From an optimization exercise on the open Yosys and OpenROAD flow, aimed at small area and a short achievable clock period; shortcuts taken in it are not production practice.
RTL that was checked went through simulation tests only; none was proved equivalent to the original.

==> inputs of job 8398 <==
## wallace_tree_multiplier
module wallace_tree_multiplier (
    input  logic        clk,
    input  logic        reset,
    input  logic [31:0] multiplicand,
    input  logic [31:0] multiplier,
    output logic [63:0] product,
    output logic        overflow
);
clock: 13.5 ns
lec_check: 0
abc_area: 1
cap_margin: 20
core_margin: 2
core_utilization: 40
setup_slack_margin: 5
slew_margin: 20
synth_hierarchical: 1
run.sh (not shown) runs the stock make flow with config.mk's settings and CLKGATE_MAP_FILE= SYNTH_SCRIPT=/design/flow/synth_recipe.tcl, a recipe that flattens the netlist after the stock synthesis.
==> job 4755: changes against job 8398 <==
--- a/flow/config.mk
+++ b/flow/config.mk
@@ -8,7 +8,7 @@
 export ABC_AREA = 1
 export CAP_MARGIN = 20
 export CORE_MARGIN = 2
-export CORE_UTILIZATION = 40
+export CORE_UTILIZATION = 60
 export SETUP_SLACK_MARGIN = 5
 export SLEW_MARGIN = 20
 export SYNTH_HIERARCHICAL = 1
==> job 5324: changes against job 8398 <==
--- a/flow/config.mk
+++ b/flow/config.mk
@@ -9,6 +9,5 @@
 export CAP_MARGIN = 20
 export CORE_MARGIN = 2
 export CORE_UTILIZATION = 40
-export SETUP_SLACK_MARGIN = 5
 export SLEW_MARGIN = 20
 export SYNTH_HIERARCHICAL = 1
==> qor summary <==
quantity                                                           job 4755        job 8398       job 5324
Final Routed Wirelength                                           96,600 µm       98,700 µm      89,100 µm
Detailed Route Iter0 Violations                                       3,742           3,039          2,503
Area of the die                                                  42,200 µm²      62,900 µm²     62,900 µm²
Global router's overall resource usage                                43.6%           29.2%          28.5%
Resize count post-CTS                                                   131             142              0
Number of buffer and inverter stages on the critical path                 4               5              5
Final core area utilization                                           71.8%           48.7%          43.7%
Detailed-route via count                                             23,393          23,092         21,680
Worst R2R Start                                                 product[17]     product[21]    product[21]
DR top layer                                                           met5            met5           met4
Run status                                         timing/DRC/antenna clean  timing/DRC/antenna clean  timing/DRC/antenna clean
Routability congestion estimate from global placement                 0.993           0.899          0.899
Critical path startpoint                                   multiplicand[14]  multiplier[17]  multiplier[5]
Worst setup margin                                                  5.07 ns         5.12 ns        3.87 ns
Area taken by multi-input logic gates                            21,600 µm²      21,700 µm²     20,800 µm²


==> inputs of 11-28 <==
wallace_tree_multiplier, a different RTL version from the one above (not shown whole).
Settings: LEC_CHECK=0, ABC_AREA=1, CAP_MARGIN=20, CORE_MARGIN=2, CORE_UTILIZATION=70, SLEW_MARGIN=20, SYNTH_HIERARCHICAL=1; clock period 13.5 ns.
standard.sh (not shown) runs the stock make flow with config.mk's settings and CLKGATE_MAP_FILE= SYNTH_SCRIPT=/design/flow/synth_recipe.tcl, a recipe that flattens the netlist after the stock synthesis.
==> flow/flow/run.sh <==
#!/bin/bash
# Standard ORFS layout, with plain buf_1 cells as the port buffers (buffer_ports
# otherwise picks a delay-cell buffer for every port), and timing repair aimed
# at a 6.5 ns setup margin.
set -euo pipefail
export BUFFER_PORTS_ARGS="-buffer_cell sky130_fd_sc_hd__buf_1"
bash standard.sh SETUP_SLACK_MARGIN=6.5 finish > standard_flow.log 2>&1
==> 02-22 (differences from 11-28) <==
--- a/flow/design.v
+++ b/flow/design.v
@@ -177,11 +177,11 @@
     mul_fa us163 (.a(pp8[4]), .b(pp9[2]), .c(pp10[0]), .s(s163), .co(c164));
     mul_fa us165 (.a(c142), .b(c144), .c(c146), .s(s165), .co(c166));
     mul_fa us167 (.a(s157), .b(s159), .c(s161), .s(s167), .co(c168));
     mul_fa us169 (.a(s163), .b(c148), .c(c150), .s(s169), .co(c170));
     mul_fa us171 (.a(s165), .b(s167), .c(c152), .s(s171), .co(c172));
-    mul_fa us173 (.a(s169), .b(c154), .c(s171), .s(s173), .co(c174));
+    mul_ha us173 (.a(s169), .b(c154), .s(s173), .co(c174));
     mul_fa us175 (.a(pp0[21]), .b(pp1[19]), .c(pp2[17]), .s(s175), .co(c176));
     mul_fa us177 (.a(pp3[15]), .b(pp4[13]), .c(pp5[11]), .s(s177), .co(c178));
     mul_fa us179 (.a(pp6[9]), .b(pp7[7]), .c(pp8[5]), .s(s179), .co(c180));
     mul_fa us181 (.a(pp9[3]), .b(pp10[1]), .c(c158), .s(s181), .co(c182));
     mul_fa us183 (.a(c160), .b(c162), .c(c164), .s(s183), .co(c184));
@@ -196,11 +196,11 @@
     mul_fa us201 (.a(pp11[0]), .b(c176), .c(c178), .s(s201), .co(c202));
     mul_fa us203 (.a(c180), .b(s193), .c(s195), .s(s203), .co(c204));
     mul_fa us205 (.a(s197), .b(s199), .c(c182), .s(s205), .co(c206));
     mul_fa us207 (.a(c184), .b(c186), .c(s201), .s(s207), .co(c208));
     mul_fa us209 (.a(s203), .b(c188), .c(s205), .s(s209), .co(c210));
-    mul_fa us211 (.a(s207), .b(c190), .c(s209), .s(s211), .co(c212));
+    mul_ha us211 (.a(s207), .b(c190), .s(s211), .co(c212));
     mul_fa us213 (.a(pp0[23]), .b(pp1[21]), .c(pp2[19]), .s(s213), .co(c214));
     mul_fa us215 (.a(pp3[17]), .b(pp4[15]), .c(pp5[13]), .s(s215), .co(c216));
     mul_fa us217 (.a(pp6[11]), .b(pp7[9]), .c(pp8[7]), .s(s217), .co(c218));
     mul_fa us219 (.a(pp9[5]), .b(pp10[3]), .c(pp11[1]), .s(s219), .co(c220));
     mul_fa us221 (.a(c194), .b(c196), .c(c198), .s(s221), .co(c222));
@@ -217,11 +217,11 @@
     mul_fa us243 (.a(c216), .b(c218), .c(c220), .s(s243), .co(c244));
     mul_fa us245 (.a(s233), .b(s235), .c(s237), .s(s245), .co(c246));
     mul_fa us247 (.a(s239), .b(c222), .c(c224), .s(s247), .co(c248));
     mul_fa us249 (.a(s241), .b(s243), .c(s245), .s(s249), .co(c250));
     mul_fa us251 (.a(c226), .b(c228), .c(s247), .s(s251), .co(c252));
-    mul_fa us253 (.a(s249), .b(c230), .c(s251), .s(s253), .co(c254));
+    mul_ha us253 (.a(s249), .b(c230), .s(s253), .co(c254));
     mul_fa us255 (.a(pp0[25]), .b(pp1[23]), .c(pp2[21]), .s(s255), .co(c256));
     mul_fa us257 (.a(pp3[19]), .b(pp4[17]), .c(pp5[15]), .s(s257), .co(c258));
     mul_fa us259 (.a(pp6[13]), .b(pp7[11]), .c(pp8[9]), .s(s259), .co(c260));
     mul_fa us261 (.a(pp9[7]), .b(pp10[5]), .c(pp11[3]), .s(s261), .co(c262));
     mul_fa us263 (.a(pp12[1]), .b(c234), .c(c236), .s(s263), .co(c264));
@@ -240,11 +240,11 @@
     mul_fa us289 (.a(c262), .b(s277), .c(s279), .s(s289), .co(c290));
     mul_fa us291 (.a(s281), .b(s283), .c(s285), .s(s291), .co(c292));
     mul_fa us293 (.a(c264), .b(c266), .c(c268), .s(s293), .co(c294));
     mul_fa us295 (.a(s287), .b(s289), .c(s291), .s(s295), .co(c296));
     mul_fa us297 (.a(c270), .b(c272), .c(s293), .s(s297), .co(c298));
-    mul_fa us299 (.a(s295), .b(c274), .c(s297), .s(s299), .co(c300));
+    mul_ha us299 (.a(s295), .b(c274), .s(s299), .co(c300));
     mul_fa us301 (.a(pp0[27]), .b(pp1[25]), .c(pp2[23]), .s(s301), .co(c302));
     mul_fa us303 (.a(pp3[21]), .b(pp4[19]), .c(pp5[17]), .s(s303), .co(c304));
     mul_fa us305 (.a(pp6[15]), .b(pp7[13]), .c(pp8[11]), .s(s305), .co(c306));
     mul_fa us307 (.a(pp9[9]), .b(pp10[7]), .c(pp11[5]), .s(s307), .co(c308));
     mul_fa us309 (.a(pp12[3]), .b(pp13[1]), .c(c278), .s(s309), .co(c310));
@@ -265,11 +265,11 @@
     mul_fa us339 (.a(s327), .b(s329), .c(s331), .s(s339), .co(c340));
     mul_fa us341 (.a(s333), .b(c310), .c(c312), .s(s341), .co(c342));
     mul_fa us343 (.a(c314), .b(s335), .c(s337), .s(s343), .co(c344));
     mul_fa us345 (.a(s339), .b(c316), .c(c318), .s(s345), .co(c346));
     mul_fa us347 (.a(s341), .b(s343), .c(c320), .s(s347), .co(c348));
-    mul_fa us349 (.a(c322), .b(s345), .c(s347), .s(s349), .co(c350));
+    mul_ha us349 (.a(c322), .b(s345), .s(s349), .co(c350));
     mul_fa us351 (.a(pp0[29]), .b(pp1[27]), .c(pp2[25]), .s(s351), .co(c352));
     mul_fa us353 (.a(pp3[23]), .b(pp4[21]), .c(pp5[19]), .s(s353), .co(c354));
     mul_fa us355 (.a(pp6[17]), .b(pp7[15]), .c(pp8[13]), .s(s355), .co(c356));
     mul_fa us357 (.a(pp9[11]), .b(pp10[9]), .c(pp11[7]), .s(s357), .co(c358));
     mul_fa us359 (.a(pp12[5]), .b(pp13[3]), .c(pp14[1]), .s(s359), .co(c360));
@@ -278,11 +278,11 @@
     mul_fa us365 (.a(s353), .b(s355), .c(s357), .s(s365), .co(c366));
     mul_fa us367 (.a(s359), .b(c336), .c(c338), .s(s367), .co(c368));
     mul_fa us369 (.a(c340), .b(s361), .c(s363), .s(s369), .co(c370));
     mul_fa us371 (.a(s365), .b(c342), .c(c344), .s(s371), .co(c372));
     mul_fa us373 (.a(s367), .b(s369), .c(c346), .s(s373), .co(c374));
-    mul_ha us375 (.a(s371), .b(c348), .s(s375), .co(c376));
+    mul_ha us375 (.a(s371), .b(c350), .s(s375), .co(c376));
     mul_fa us377 (.a(neg[15]), .b(pp0[30]), .c(pp1[28]), .s(s377), .co(c378));
     mul_fa us379 (.a(pp2[26]), .b(pp3[24]), .c(pp4[22]), .s(s379), .co(c380));
     mul_fa us381 (.a(pp5[20]), .b(pp6[18]), .c(pp7[16]), .s(s381), .co(c382));
     mul_fa us383 (.a(pp8[14]), .b(pp9[12]), .c(pp10[10]), .s(s383), .co(c384));
     mul_fa us385 (.a(pp11[8]), .b(pp12[6]), .c(pp13[4]), .s(s385), .co(c386));
@@ -292,11 +292,11 @@
     mul_fa us393 (.a(s381), .b(s383), .c(s385), .s(s393), .co(c394));
     mul_fa us395 (.a(c362), .b(c364), .c(c366), .s(s395), .co(c396));
     mul_fa us397 (.a(s387), .b(s389), .c(s391), .s(s397), .co(c398));
     mul_fa us399 (.a(s393), .b(c368), .c(c370), .s(s399), .co(c400));
     mul_fa us401 (.a(s395), .b(s397), .c(c372), .s(s401), .co(c402));
-    mul_fa us403 (.a(s399), .b(c374), .c(s401), .s(s403), .co(c404));
+    mul_ha us403 (.a(s399), .b(c374), .s(s403), .co(c404));
     mul_fa us405 (.a(pp0[31]), .b(pp1[29]), .c(pp2[27]), .s(s405), .co(c406));
     mul_fa us407 (.a(pp3[25]), .b(pp4[23]), .c(pp5[21]), .s(s407), .co(c408));
     mul_fa us409 (.a(pp6[19]), .b(pp7[17]), .c(pp8[15]), .s(s409), .co(c410));
     mul_fa us411 (.a(pp9[13]), .b(pp10[11]), .c(pp11[9]), .s(s411), .co(c412));
     mul_fa us413 (.a(pp12[7]), .b(pp13[5]), .c(pp14[3]), .s(s413), .co(c414));
@@ -320,11 +320,11 @@
     mul_fa us449 (.a(s439), .b(s441), .c(c416), .s(s449), .co(c450));
     mul_fa us451 (.a(c418), .b(c420), .c(s443), .s(s451), .co(c452));
     mul_fa us453 (.a(s445), .b(s447), .c(c422), .s(s453), .co(c454));
     mul_fa us455 (.a(c424), .b(s449), .c(c426), .s(s455), .co(c456));
     mul_fa us457 (.a(s451), .b(s453), .c(c428), .s(s457), .co(c458));
-    mul_fa us459 (.a(s455), .b(c430), .c(s457), .s(s459), .co(c460));
+    mul_ha us459 (.a(s455), .b(c430), .s(s459), .co(c460));
     mul_fa us461 (.a(pp0[32]), .b(pp1[31]), .c(pp2[29]), .s(s461), .co(c462));
     mul_fa us463 (.a(pp3[27]), .b(pp4[25]), .c(pp5[23]), .s(s463), .co(c464));
     mul_fa us465 (.a(pp6[21]), .b(pp7[19]), .c(pp8[17]), .s(s465), .co(c466));
     mul_fa us467 (.a(pp9[15]), .b(pp10[13]), .c(pp11[11]), .s(s467), .co(c468));
     mul_fa us469 (.a(pp12[9]), .b(pp13[7]), .c(pp14[5]), .s(s469), .co(c470));
@@ -348,11 +348,11 @@
     mul_fa us505 (.a(s495), .b(s497), .c(c472), .s(s505), .co(c506));
     mul_fa us507 (.a(c474), .b(c476), .c(s499), .s(s507), .co(c508));
     mul_fa us509 (.a(s501), .b(s503), .c(c478), .s(s509), .co(c510));
     mul_fa us511 (.a(c480), .b(s505), .c(s507), .s(s511), .co(c512));
     mul_fa us513 (.a(c482), .b(s509), .c(c484), .s(s513), .co(c514));
-    mul_fa us515 (.a(s511), .b(c486), .c(s513), .s(s515), .co(c516));
+    mul_ha us515 (.a(s511), .b(c486), .s(s515), .co(c516));
     assign s517 = ~(pp2[31] ^ pp3[29]);
     assign c518 = pp2[31] | pp3[29];
     mul_fa us519 (.a(pp4[27]), .b(pp5[25]), .c(pp6[23]), .s(s519), .co(c520));
     mul_fa us521 (.a(pp7[21]), .b(pp8[19]), .c(pp9[17]), .s(s521), .co(c522));
     mul_fa us523 (.a(pp10[15]), .b(pp11[13]), .c(pp12[11]), .s(s523), .co(c524));
@@ -387,11 +387,11 @@
     mul_fa us579 (.a(c550), .b(s569), .c(s571), .s(s579), .co(c580));
     mul_fa us581 (.a(s573), .b(c552), .c(s575), .s(s581), .co(c582));
     mul_fa us583 (.a(c554), .b(c556), .c(s577), .s(s583), .co(c584));
     mul_fa us585 (.a(s579), .b(c558), .c(s581), .s(s585), .co(c586));
     mul_fa us587 (.a(c560), .b(s583), .c(c562), .s(s587), .co(c588));
-    mul_fa us589 (.a(s585), .b(c564), .c(s587), .s(s589), .co(c590));
+    mul_ha us589 (.a(s585), .b(c564), .s(s589), .co(c590));
     mul_fa us591 (.a(pp4[30]), .b(pp5[28]), .c(pp6[26]), .s(s591), .co(c592));
     mul_fa us593 (.a(pp7[24]), .b(pp8[22]), .c(pp9[20]), .s(s593), .co(c594));
     mul_fa us595 (.a(pp10[18]), .b(pp11[16]), .c(pp12[14]), .s(s595), .co(c596));
     mul_fa us597 (.a(pp13[12]), .b(pp14[10]), .c(pp15[8]), .s(s597), .co(c598));
     mul_fa us599 (.a(~pp3[32]), .b(c568), .c(c570), .s(s599), .co(c600));
@@ -410,11 +410,11 @@
     mul_fa us623 (.a(c594), .b(c596), .c(c598), .s(s623), .co(c624));
     mul_fa us625 (.a(s615), .b(s617), .c(s619), .s(s625), .co(c626));
     mul_fa us627 (.a(c600), .b(c602), .c(c604), .s(s627), .co(c628));
     mul_fa us629 (.a(s621), .b(s623), .c(s625), .s(s629), .co(c630));
     mul_fa us631 (.a(c606), .b(c608), .c(s627), .s(s631), .co(c632));
-    mul_fa us633 (.a(s629), .b(c610), .c(s631), .s(s633), .co(c634));
+    mul_ha us633 (.a(s629), .b(c610), .s(s633), .co(c634));
     mul_fa us635 (.a(pp5[30]), .b(pp6[28]), .c(pp7[26]), .s(s635), .co(c636));
     mul_fa us637 (.a(pp8[24]), .b(pp9[22]), .c(pp10[20]), .s(s637), .co(c638));
     mul_fa us639 (.a(pp11[18]), .b(pp12[16]), .c(pp13[14]), .s(s639), .co(c640));
     mul_fa us641 (.a(pp14[12]), .b(pp15[10]), .c(~pp4[32]), .s(s641), .co(c642));
     mul_fa us643 (.a(c614), .b(c616), .c(c618), .s(s643), .co(c644));
@@ -431,11 +431,11 @@
     mul_fa us663 (.a(s655), .b(c636), .c(c638), .s(s663), .co(c664));
     mul_fa us665 (.a(c640), .b(c642), .c(s657), .s(s665), .co(c666));
     mul_fa us667 (.a(s659), .b(s661), .c(c644), .s(s667), .co(c668));
     mul_fa us669 (.a(c646), .b(s663), .c(s665), .s(s669), .co(c670));
     mul_fa us671 (.a(c648), .b(c650), .c(s667), .s(s671), .co(c672));
-    mul_fa us673 (.a(s669), .b(c652), .c(s671), .s(s673), .co(c674));
+    mul_ha us673 (.a(s669), .b(c652), .s(s673), .co(c674));
     mul_fa us675 (.a(pp6[30]), .b(pp7[28]), .c(pp8[26]), .s(s675), .co(c676));
     mul_fa us677 (.a(pp9[24]), .b(pp10[22]), .c(pp11[20]), .s(s677), .co(c678));
     mul_fa us679 (.a(pp12[18]), .b(pp13[16]), .c(pp14[14]), .s(s679), .co(c680));
     mul_fa us681 (.a(pp15[12]), .b(~pp5[32]), .c(c656), .s(s681), .co(c682));
     mul_fa us683 (.a(c658), .b(c660), .c(c662), .s(s683), .co(c684));
@@ -450,11 +450,11 @@
     mul_fa us699 (.a(pp14[15]), .b(pp15[13]), .c(s693), .s(s699), .co(c700));
     mul_fa us701 (.a(c676), .b(c678), .c(c680), .s(s701), .co(c702));
     mul_fa us703 (.a(s695), .b(s697), .c(c682), .s(s703), .co(c704));
     mul_fa us705 (.a(s699), .b(c684), .c(c686), .s(s705), .co(c706));
     mul_fa us707 (.a(s701), .b(s703), .c(c688), .s(s707), .co(c708));
-    mul_fa us709 (.a(s705), .b(c690), .c(s707), .s(s709), .co(c710));
+    mul_ha us709 (.a(s705), .b(c690), .s(s709), .co(c710));
     mul_fa us711 (.a(pp7[30]), .b(pp8[28]), .c(pp9[26]), .s(s711), .co(c712));
     mul_fa us713 (.a(pp10[24]), .b(pp11[22]), .c(pp12[20]), .s(s713), .co(c714));
     mul_fa us715 (.a(pp13[18]), .b(pp14[16]), .c(pp15[14]), .s(s715), .co(c716));
     mul_fa us717 (.a(~pp6[32]), .b(c694), .c(c696), .s(s717), .co(c718));
     mul_fa us719 (.a(c698), .b(s711), .c(s713), .s(s719), .co(c720));
@@ -608,85 +608,85 @@
     assign db[18] = s139;
     assign dc[18] = 1'b0;
     assign da[19] = c140;
     assign db[19] = s155;
     assign dc[19] = 1'b0;
-    assign da[20] = c156;
+    assign da[20] = s171;
     assign db[20] = s173;
-    assign dc[20] = 1'b0;
+    assign dc[20] = c156;
     assign da[21] = c174;
     assign db[21] = s191;
     assign dc[21] = 1'b0;
-    assign da[22] = c192;
+    assign da[22] = s209;
     assign db[22] = s211;
-    assign dc[22] = 1'b0;
+    assign dc[22] = c192;
     assign da[23] = c212;
     assign db[23] = s231;
     assign dc[23] = 1'b0;
-    assign da[24] = c232;
+    assign da[24] = s251;
     assign db[24] = s253;
-    assign dc[24] = 1'b0;
+    assign dc[24] = c232;
     assign da[25] = c254;
     assign db[25] = s275;
     assign dc[25] = 1'b0;
-    assign da[26] = c276;
+    assign da[26] = s297;
     assign db[26] = s299;
-    assign dc[26] = 1'b0;
+    assign dc[26] = c276;
     assign da[27] = c300;
     assign db[27] = s323;
     assign dc[27] = 1'b0;
-    assign da[28] = c324;
-    assign db[28] = s349;
-    assign dc[28] = 1'b0;
-    assign da[29] = s373;
-    assign db[29] = s375;
-    assign dc[29] = c350;
+    assign da[28] = s349;
+    assign db[28] = s347;
+    assign dc[28] = c324;
+    assign da[29] = c348;
+    assign db[29] = s373;
+    assign dc[29] = s375;
     assign da[30] = c376;
-    assign db[30] = s403;
-    assign dc[30] = 1'b0;
+    assign db[30] = s401;
+    assign dc[30] = s403;
     assign da[31] = s429;
-    assign db[31] = s431;
-    assign dc[31] = c404;
-    assign da[32] = c432;
-    assign db[32] = s459;
-    assign dc[32] = 1'b0;
+    assign db[31] = c404;
+    assign dc[31] = s431;
+    assign da[32] = s457;
+    assign db[32] = c432;
+    assign dc[32] = s459;
     assign da[33] = s485;
-    assign db[33] = s487;
-    assign dc[33] = c460;
-    assign da[34] = c488;
-    assign db[34] = s515;
-    assign dc[34] = 1'b0;
+    assign db[33] = c460;
+    assign dc[33] = s487;
+    assign da[34] = s513;
+    assign db[34] = c488;
+    assign dc[34] = s515;
     assign da[35] = c514;
-    assign db[35] = s541;
-    assign dc[35] = c516;
+    assign db[35] = c516;
+    assign dc[35] = s541;
     assign da[36] = c540;
     assign db[36] = s565;
     assign dc[36] = c542;
-    assign da[37] = c566;
+    assign da[37] = s587;
     assign db[37] = s589;
-    assign dc[37] = 1'b0;
+    assign dc[37] = c566;
     assign da[38] = c588;
-    assign db[38] = s611;
-    assign dc[38] = c590;
-    assign da[39] = c612;
+    assign db[38] = c590;
+    assign dc[38] = s611;
+    assign da[39] = s631;
     assign db[39] = s633;
-    assign dc[39] = 1'b0;
+    assign dc[39] = c612;
     assign da[40] = s651;
     assign db[40] = c634;
     assign dc[40] = s653;
-    assign da[41] = c654;
+    assign da[41] = s671;
     assign db[41] = s673;
-    assign dc[41] = 1'b0;
+    assign dc[41] = c654;
     assign da[42] = s689;
     assign db[42] = c674;
     assign dc[42] = s691;
-    assign da[43] = c692;
+    assign da[43] = s707;
     assign db[43] = s709;
-    assign dc[43] = 1'b0;
+    assign dc[43] = c692;
     assign da[44] = c708;
-    assign db[44] = s725;
-    assign dc[44] = c710;
+    assign db[44] = c710;
+    assign dc[44] = s725;
     assign da[45] = c726;
     assign db[45] = s741;
     assign dc[45] = 1'b0;
     assign da[46] = c740;
     assign db[46] = s755;
@@ -752,34 +752,34 @@
     mul_ha us885 (.a(qa[15]), .b(qb[15]), .s(s885), .co(c886));
     mul_ha us887 (.a(qa[16]), .b(qb[16]), .s(s887), .co(c888));
     mul_ha us889 (.a(qa[17]), .b(qb[17]), .s(s889), .co(c890));
     mul_ha us891 (.a(qa[18]), .b(qb[18]), .s(s891), .co(c892));
     mul_ha us893 (.a(qa[19]), .b(qb[19]), .s(s893), .co(c894));
-    mul_ha us895 (.a(qa[20]), .b(qb[20]), .s(s895), .co(c896));
+    mul_fa us895 (.a(qa[20]), .b(qb[20]), .c(qc[20]), .s(s895), .co(c896));
     mul_ha us897 (.a(qa[21]), .b(qb[21]), .s(s897), .co(c898));
-    mul_ha us899 (.a(qa[22]), .b(qb[22]), .s(s899), .co(c900));
+    mul_fa us899 (.a(qa[22]), .b(qb[22]), .c(qc[22]), .s(s899), .co(c900));
     mul_ha us901 (.a(qa[23]), .b(qb[23]), .s(s901), .co(c902));
-    mul_ha us903 (.a(qa[24]), .b(qb[24]), .s(s903), .co(c904));
+    mul_fa us903 (.a(qa[24]), .b(qb[24]), .c(qc[24]), .s(s903), .co(c904));
     mul_ha us905 (.a(qa[25]), .b(qb[25]), .s(s905), .co(c906));
-    mul_ha us907 (.a(qa[26]), .b(qb[26]), .s(s907), .co(c908));
+    mul_fa us907 (.a(qa[26]), .b(qb[26]), .c(qc[26]), .s(s907), .co(c908));
     mul_ha us909 (.a(qa[27]), .b(qb[27]), .s(s909), .co(c910));
-    mul_ha us911 (.a(qa[28]), .b(qb[28]), .s(s911), .co(c912));
+    mul_fa us911 (.a(qa[28]), .b(qb[28]), .c(qc[28]), .s(s911), .co(c912));
     mul_fa us913 (.a(qa[29]), .b(qb[29]), .c(qc[29]), .s(s913), .co(c914));
-    mul_ha us915 (.a(qa[30]), .b(qb[30]), .s(s915), .co(c916));
+    mul_fa us915 (.a(qa[30]), .b(qb[30]), .c(qc[30]), .s(s915), .co(c916));
     mul_fa us917 (.a(qa[31]), .b(qb[31]), .c(qc[31]), .s(s917), .co(c918));
-    mul_ha us919 (.a(qa[32]), .b(qb[32]), .s(s919), .co(c920));
+    mul_fa us919 (.a(qa[32]), .b(qb[32]), .c(qc[32]), .s(s919), .co(c920));
     mul_fa us921 (.a(qa[33]), .b(qb[33]), .c(qc[33]), .s(s921), .co(c922));
-    mul_ha us923 (.a(qa[34]), .b(qb[34]), .s(s923), .co(c924));
+    mul_fa us923 (.a(qa[34]), .b(qb[34]), .c(qc[34]), .s(s923), .co(c924));
     mul_fa us925 (.a(qa[35]), .b(qb[35]), .c(qc[35]), .s(s925), .co(c926));
     mul_fa us927 (.a(qa[36]), .b(qb[36]), .c(qc[36]), .s(s927), .co(c928));
-    mul_ha us929 (.a(qa[37]), .b(qb[37]), .s(s929), .co(c930));
+    mul_fa us929 (.a(qa[37]), .b(qb[37]), .c(qc[37]), .s(s929), .co(c930));
     mul_fa us931 (.a(qa[38]), .b(qb[38]), .c(qc[38]), .s(s931), .co(c932));
-    mul_ha us933 (.a(qa[39]), .b(qb[39]), .s(s933), .co(c934));
+    mul_fa us933 (.a(qa[39]), .b(qb[39]), .c(qc[39]), .s(s933), .co(c934));
     mul_fa us935 (.a(qa[40]), .b(qb[40]), .c(qc[40]), .s(s935), .co(c936));
-    mul_ha us937 (.a(qa[41]), .b(qb[41]), .s(s937), .co(c938));
+    mul_fa us937 (.a(qa[41]), .b(qb[41]), .c(qc[41]), .s(s937), .co(c938));
     mul_fa us939 (.a(qa[42]), .b(qb[42]), .c(qc[42]), .s(s939), .co(c940));
-    mul_ha us941 (.a(qa[43]), .b(qb[43]), .s(s941), .co(c942));
+    mul_fa us941 (.a(qa[43]), .b(qb[43]), .c(qc[43]), .s(s941), .co(c942));
     mul_fa us943 (.a(qa[44]), .b(qb[44]), .c(qc[44]), .s(s943), .co(c944));
     mul_ha us945 (.a(qa[45]), .b(qb[45]), .s(s945), .co(c946));
     mul_fa us947 (.a(qa[46]), .b(qb[46]), .c(qc[46]), .s(s947), .co(c948));
     mul_ha us949 (.a(qa[47]), .b(qb[47]), .s(s949), .co(c950));
     mul_fa us951 (.a(qa[48]), .b(qb[48]), .c(qc[48]), .s(s951), .co(c952));
==> flow/flow/run.sh (replaced) <==
#!/bin/bash
# Standard ORFS layout, with plain buf_1 cells as the port buffers (buffer_ports
# otherwise picks a delay-cell buffer for every port), and timing repair aimed
# at a 6.9 ns setup margin.
set -euo pipefail
export BUFFER_PORTS_ARGS="-buffer_cell sky130_fd_sc_hd__buf_1"
bash standard.sh SETUP_SLACK_MARGIN=6.9 finish > standard_flow.log 2>&1
==> results.sh <==
export IMPL_crit_path_end="qc[35]"
export IMPL_holdWs_ns=0.6760
export IMPL_fin_ws_ns=6.927
export IMPL_clock_sinks=150
export IMPL_synthTopCellsByArea="fa_1, xor2_1, dfrtp_1"
export IMPL_finalWeightedCongestion=0.9518
export IMPL_maxSlewHeadroom_pct=36.56
export IMPL_clkCellAreaFrac_pct=2.230
export IMPL_outcome="complete, no violations"
export IMPL_drt_iter0_markers=3459
export IMPL_slowest_delay_ns=0.56
The numbers above come from 02-22.

==> results.sh <==
export IMPL_outcome="complete, no violations"
export IMPL_design_area_mm2=0.02718
export IMPL_fin_ws_ns=6.593
export IMPL_grt_max_degree=73
export IMPL_synth_top_family_by_area="adder cells"
export IMPL_drt_iter0_markers=3323
export IMPL_startpoint_type="input port"
export IMPL_synthTopCellsByArea="fa_1, xor2_1, dfrtp_1"
export IMPL_pre_cts_ws_ns=5.875
export IMPL_slowest_delay_ns=0.51
export IMPL_clkCellAreaFrac_pct=1.897
export IMPL_maxSlewHeadroom_pct=38.52
export IMPL_holdWs_ns=0.6563
export IMPL_crit_path_end="qb[34]"
The numbers above come from 11-28.

Only the layout flow was run in 02-22; the RTL was not checked for function there.

static timing again, ports no longer ideal:
In the flow no input, the clock included, has a driving cell. The finished layouts below were timed again as built, in two steps. Step 1, drivers: a clkbuf_16 drives clk and a buf_2 each remaining input, both assumed. Step 2 moves the port delays by t, midway between the first and last clock arrival at a register: inputs arrive t later, outputs are due t later. That takes back most of the time a late clock gives input paths. Three values: ideal, step 1, step 2; two values: the first two.
run | shift t [ns] | slack for setup (ns) | worst setup path after step 2
job 8398 | 0.444 | 5.120 / 5.142 / 4.698 | input to register
job 4755 | 0.431 | 5.071 / 5.102 / 4.671 | input to register
job 5324 | 0.440 | 3.867 / 3.897 / 3.457 | input to register
11-28 | 0.518 | 6.593 / 6.606 / 6.089 | input to register
02-22 | 0.523 | 6.927 / 6.933 / 6.438 | input to register
After both steps every run listed still meets setup and hold. The setup slack of 11-28, which loses most, moves by +0.013 ns with the drivers and by -0.504 ns with both steps.
